This is an optimization exercise on Yosys and OpenROAD, whose aim is small area and a short achievable clock period, not a production implementation.
No driver is modelled on the clock port, so clock power and skew are understated where the tree is cut down; a real chip needs a root buffer or a tree.
Power is estimated from default activity; no workload was simulated.

Setup of job 104:
Design synch_fifo_16x8bit, start of the top module:
module synch_fifo_16x8bit
  #(parameter integer DATA_SIZE = 8, DEPTH = 16)
  ( input  [DATA_SIZE-1:0] data_in,
    input                  wr_en,
    input                  rd_en,
    input                  clk,
    input                  reset_n,
    output                 fifo_full,
    output                 fifo_empty,
    output [DATA_SIZE-1:0] data_out
  );
  reg [DATA_SIZE-1:0] qn [1:DEPTH];   
  reg [DATA_SIZE-1:0] temp_data_out;
  reg [DEPTH-1:2]     held;           
  reg                 empty_i;        
  reg                 not_full_i;     
  reg                 full_r;         
  reg                 nonempty_r;     
  wire [DEPTH+1:0] h = {1'b0, ~not_full_i, held, ~empty_i, 1'b1};    
  wire [DEPTH+1:0] hn = ~h;
  wire             rd_n = ~rd_en;
  wire rd_only = rd_en & ~wr_en;
  wire wr_only = wr_en & ~rd_en;
  reg [DEPTH:1] held_n;
  integer k;
  always @* begin
    for (k = 1; k <= DEPTH; k = k + 1) begin
      if (h[k])
        held_n[k] = h[k+1] | ~((k == DEPTH) ? rd_en : rd_only);
      else
        held_n[k] = h[k-1] & ((k == 1) ? wr_en : wr_only);
    end
  end
  wire [DATA_SIZE-1:0] q [1:DEPTH];
  wire [DATA_SIZE-1:0] qn_next [1:DEPTH];
  genvar g, b;
  generate
    for (g = 1; g <= DEPTH; g = g + 1) begin : pos
      assign q[g] = ~qn[g];
      wire keep, shift, load;
      if (g < DEPTH) begin : mid
        fifo_ctl ctl (
          .rd(rd_en), .rd_n(rd_n), .here(h[g]), .next(h[g+1]),
          .here_n(hn[g]), .next_n(hn[g+1]),
          .keep(keep), .shift(shift), .load(load));
        for (b = 0; b < DATA_SIZE; b = b + 1) begin : bit_
          fifo_pick pick (
            .keep(keep), .shift(shift), .load(load),
            .a(q[g][b]), .b(q[g+1][b]), .c(data_in[b]), .yn(qn_next[g][b]));
        end
      end else begin : last
        fifo_ctl_last ctl (
          .rd(rd_en), .here(h[g]), .here_n(hn[g]),
          .keep(keep), .load(load));
        assign shift = 1'b0;
        for (b = 0; b < DATA_SIZE; b = b + 1) begin : bit_
          fifo_pick_last pick (
            .keep(keep), .load(load),
  ...
Size: ~550 cells after synthesis, roughly 5700 µm² of cells after synthesis.
Settings: LEC_CHECK=0, CAP_MARGIN=20, CORE_MARGIN=2, CORE_UTILIZATION=40, SETUP_SLACK_MARGIN=1.62, SLEW_MARGIN=20, SYNTH_HIERARCHICAL=1, SYNTH_MINIMUM_KEEP_SIZE=0, TNS_END_PERCENT=0; clock period 3.0 ns.
standard.sh (not shown) runs the stock make flow with config.mk's settings and CLKGATE_MAP_FILE= SYNTH_SCRIPT=/design/flow/synth_recipe.tcl, a recipe that flattens the netlist after the stock synthesis.
==> flow/flow/run.sh <==
#!/bin/bash
# Own layout flow: the standard flow, except that
#  - port buffers are buf_2 cells rather than the default pick, and
#  - the clock tree is built by flow/cts.tcl (two levels of clock cells,
#    the leaves at the centres of clusters of flip-flops) in place of
#    TritonCTS's H-tree, which is deeper and slower.
# Each tool's full output goes to a log file of its own in this folder.
set -euo pipefail
export BUFFER_PORTS_ARGS="-buffer_cell sky130_fd_sc_hd__buf_2"
export CTS_ROOTS=4
export CTS_LEAVES=8
export CTS_ROOT_CELL=sky130_fd_sc_hd__clkbuf_16
export CTS_LEAF_CELL=sky130_fd_sc_hd__clkbuf_16
bash standard.sh synth > synth.log 2>&1
bash standard.sh place > place.log 2>&1
bash standard.sh run RUN_SCRIPT="$PWD/flow/cts.tcl" RUN_LOG_NAME_STEM=4_1_cts_own > cts.log 2>&1
bash standard.sh finish > finish.log 2>&1
==> flow/flow/cts.tcl <==
# Clock tree of two levels of clkbuf_16 buffers: the clock port drives
# CTS_ROOTS root buffers, which drive CTS_LEAVES leaf buffers, each placed
# at the centre of one cluster of flip-flops (k-means on the placed
# flip-flop positions; the roots at the centres of clusters of leaves).
# Every flip-flop is two buffers from the port, so clock arrivals are alike. Then ORFS's post-CTS steps: detailed
# placement and repair_timing, as cts.tcl does them.
source $::env(SCRIPTS_DIR)/load.tcl
erase_non_stage_variables cts
load_design 3_place.odb 3_place.sdc
set_dont_use $::env(DONT_USE_CELLS)

set NL [expr {[info exists ::env(CTS_LEAVES)] ? $::env(CTS_LEAVES) : 8}]
set NR [expr {[info exists ::env(CTS_ROOTS)] ? $::env(CTS_ROOTS) : 2}]
set block [ord::get_db_block]
set ::slewmax 0
set clknet [$block findNet clk]
set LEAF_CELL [expr {[info exists ::env(CTS_LEAF_CELL)] ? $::env(CTS_LEAF_CELL) : "sky130_fd_sc_hd__clkbuf_16"}]
set ROOT_CELL [expr {[info exists ::env(CTS_ROOT_CELL)] ? $::env(CTS_ROOT_CELL) : "sky130_fd_sc_hd__clkbuf_16"}]

# k-means of points {x y} into k clusters, seeded on a grid of x and y
# quantiles; returns {assignment centres}
proc kmeans {pts k} {
  set n [llength $pts]
  set xs [lsort -integer [lmap p $pts { lindex $p 0 }]]
  set ys [lsort -integer [lmap p $pts { lindex $p 1 }]]
  set gx [expr {int(ceil(sqrt($k)))}]
  set gy [expr {int(ceil(double($k) / $gx))}]
  set cents {}
  for {set a 0} {$a < $gx} {incr a} {
    for {set b 0} {$b < $gy} {incr b} {
      if {[llength $cents] < $k} {
        lappend cents [list [lindex $xs [expr {int(($a + 0.5) * $n / $gx)}]] \
                            [lindex $ys [expr {int(($b + 0.5) * $n / $gy)}]]]
      }
    }
  }
  for {set iter 0} {$iter < 50} {incr iter} {
    set asg {}
    foreach p $pts {
      set best 0
      set bd 1e30
      for {set c 0} {$c < $k} {incr c} {
        set d [expr {abs([lindex $p 0] - [lindex $cents $c 0]) + abs([lindex $p 1] - [lindex $cents $c 1])}]
        if {$d < $bd} { set bd $d; set best $c }
      }
      lappend asg $best
    }
    set new {}
    for {set c 0} {$c < $k} {incr c} {
      set sx 0; set sy 0; set m 0
      foreach p $pts a $asg {
        if {$a == $c} { incr sx [lindex $p 0]; incr sy [lindex $p 1]; incr m }
      }
      if {$m == 0} { lappend new [lindex $cents $c] } else { lappend new [list [expr {$sx / $m}] [expr {$sy / $m}]] }
    }
    set cents $new
  }
  return [list $asg $cents]
}

# even out cluster sizes: hand out points nearest-first, at most
# ceil(points / clusters) to a cluster, then move each centre to the mean
# of its points; returns {assignment centres}
proc balance {pts cents} {
  set k [llength $cents]
  set cap [expr {int(ceil(double([llength $pts]) / $k))}]
  set pairs {}
  set idx 0
  foreach p $pts {
    for {set c 0} {$c < $k} {incr c} {
      lappend pairs [list [expr {abs([lindex $p 0] - [lindex $cents $c 0]) + abs([lindex $p 1] - [lindex $cents $c 1])}] $idx $c]
    }
    incr idx
  }
  set asg [lrepeat [llength $pts] -1]
  set load [lrepeat $k 0]
  foreach pr [lsort -real -index 0 $pairs] {
    lassign $pr d i c
    if {[lindex $asg $i] >= 0 || [lindex $load $c] >= $cap} { continue }
    lset asg $i $c
    lset load $c [expr {[lindex $load $c] + 1}]
  }
  set new {}
  for {set c 0} {$c < $k} {incr c} {
    set sx 0; set sy 0; set m 0
    foreach p $pts a $asg {
      if {$a == $c} { incr sx [lindex $p 0]; incr sy [lindex $p 1]; incr m }
    }
    if {$m == 0} { lappend new [lindex $cents $c] } else { lappend new [list [expr {$sx / $m}] [expr {$sy / $m}]] }
  }
  return [list $asg $new]
}

# a cell of type master at (x, y) driving the given iterms from a new net;
# its input joins net from
proc add_buffer {master name x y from iterms} {
  global block
  set inst [odb::dbInst_create $block [[ord::get_db] findMaster $master] clkbuf_own_$name]
  set net [odb::dbNet_create $block clknet_own_$name]
  $net setSigType CLOCK
  foreach mt [[$inst getMaster] getMTerms] {
    if {[$mt getSigType] ne "SIGNAL"} { continue }
    if {[$mt getIoType] eq "INPUT"} { [$inst findITerm [$mt getName]] connect $from }
    if {[$mt getIoType] eq "OUTPUT"} { [$inst findITerm [$mt getName]] connect $net }
  }
  $inst setLocation $x $y
  $inst setPlacementStatus PLACED
  foreach it $iterms {
    $it disconnect
    $it connect $net
  }
  return $inst
}

set sinks [$clknet getITerms]
set pts {}
foreach it $sinks {
  set box [[$it getInst] getBBox]
  lappend pts [list [expr {([$box xMin] + [$box xMax]) / 2}] [expr {([$box yMin] + [$box yMax]) / 2}]]
}
puts "clock sinks: [llength $sinks], leaf buffers: $NL, root buffers: $NR"
lassign [kmeans $pts $NL] lasg lcents
lassign [balance $pts $lcents] lasg lcents
lassign [kmeans $lcents $NR] rasg rcents
lassign [balance $lcents $rcents] rasg rcents
# roots first, all on the port's net; then each leaf on its root's net
set rnets {}
for {set r 0} {$r < $NR} {incr r} {
  add_buffer $ROOT_CELL r$r [lindex $rcents $r 0] [lindex $rcents $r 1] $clknet {}
  lappend rnets [$block findNet clknet_own_r$r]
}
for {set c 0} {$c < $NL} {incr c} {
  set its {}
  foreach it $sinks a $lasg { if {$a == $c} { lappend its $it } }
  set r [lindex $rasg $c]
  add_buffer $LEAF_CELL l$c [lindex $lcents $c 0] [lindex $lcents $c 1] [lindex $rnets $r] $its
  puts "leaf buffer $c (root $r) at [lindex $lcents $c] drives [llength $its] flip-flops"
}
$clknet setSigType CLOCK
set_propagated_clock [all_clocks]

set_placement_padding -global \
  -left $::env(CELL_PAD_IN_SITES_DETAIL_PLACEMENT) \
  -right $::env(CELL_PAD_IN_SITES_DETAIL_PLACEMENT)
detailed_placement
estimate_parasitics -placement
report_clock_latency
report_clock_skew
if {[info exists ::env(CTS_DEBUG)]} {
  foreach p [get_pins -of [get_cells *] -filter "name==CLK"] {
    foreach pr {slew_max_rise slew_max_fall} { set v [get_property $p $pr]; if {$v > $::slewmax} { set ::slewmax $v } }
  }
  puts "max clk pin slew $::slewmax"
}

report_worst_slack -max
report_design_area
if {[info exists ::env(CTS_DEBUG)]} { report_cell_usage -verbose }
if { !$::env(SKIP_CTS_REPAIR_TIMING) } {
  repair_timing_helper
  detailed_placement
  check_placement -verbose
}
report_worst_slack -max
report_worst_slack -min
if {[info exists ::env(CTS_DEBUG)]} { report_checks -path_delay max -group_path_count 5 -format end; report_checks -path_delay max -fields {fanout cap slew} }
report_design_area

orfs_write_db $::env(RESULTS_DIR)/4_1_cts.odb
orfs_write_sdc $::env(RESULTS_DIR)/4_cts.sdc
The final layout from job 104, which completed every stage, passed the timing, design-rule and antenna checks at the end of the flow.
The inputs of job 103 differ from those of job 104 as listed below.
- swapping 1.62 for 1.7 in SETUP_SLACK_MARGIN
==> flow/flow/run.sh <==
#!/bin/bash
# Own layout flow: the standard flow, except that
#  - port buffers are buf_2 cells rather than the default pick, and
#  - the clock tree is built by flow/cts.tcl in place of TritonCTS's
#    H-tree, which is deeper and slower: two levels of inverters
#    (clkinv_4 roots, clkinv_8 leaves), the leaves at the centres of
#    clusters of flip-flops of even size, so every flip-flop sees the
#    clock through the same two inversions.
# Each tool's full output goes to a log file of its own in this folder.
set -euo pipefail
export BUFFER_PORTS_ARGS="-buffer_cell sky130_fd_sc_hd__buf_2"
export CTS_ROOTS=4
export CTS_LEAVES=8
export CTS_ROOT_CELL=sky130_fd_sc_hd__clkinv_4
export CTS_LEAF_CELL=sky130_fd_sc_hd__clkinv_8
bash standard.sh synth > synth.log 2>&1
bash standard.sh place > place.log 2>&1
bash standard.sh run RUN_SCRIPT="$PWD/flow/cts.tcl" RUN_LOG_NAME_STEM=4_1_cts_own > cts.log 2>&1
bash standard.sh finish > finish.log 2>&1
### Flow results
- Area overhead of the layout relative to synthesis down 2.0 points in job 103 wrt job 104
- Compared with job 104, in job 103 ratio of cells with drive above 1 in the final layout grew by 0.59 points; proportion of total power due to net switching grew by 4.5 points; synthesized cell area held steady.
- Looking at job 103 and job 104, the global-route usage is a wash.
- Cmp job 103 vs job 104: hold slack higher in job 103
- Changes observed in job 103 relative to job 104: wire length of the first global-routing pass roughly the same; final-layout fill cell count higher.
- Job 104: flow completed, timing, DRC and antenna clean
- Job 103 finished end to end and its layout was clean on timing, DRC and antenna.
Function was not checked in any run of this note: the RTL went through the layout flow alone. No run of this note takes its clock network from TritonCTS; it comes from the design's own scripts or RTL.

## afterwards: timing with drivers on the ports
Ports are ideal in the flow. The routed layouts listed here were re-timed in OpenROAD.
Step 1 assumes that a clkbuf_16 drives the clock port and a buf_2 every other input.
Step 2, shift: input delay + t, output delay - t, t = (earliest + latest rising clock arrival at the registers) / 2. This alone moves slack from input paths to output paths.
Three values: ideal, step 1, step 2; two values: the first two.
run	t, ns	slack for setup (ns)	worst setup path at the end	worst slew at a driven data input, ns	cell pins on the clock port's net
job 104	0.363	1.520 / 1.510 / 1.210	input to register	0.04	4
job 103	0.283	1.474 / 1.524 / 1.241	input to register	0.06	4
After both steps setup and hold are still met in every run listed. For job 104, which loses most, drivers alone change the setup slack by -0.010 ns; drivers and shift together by -0.310 ns.
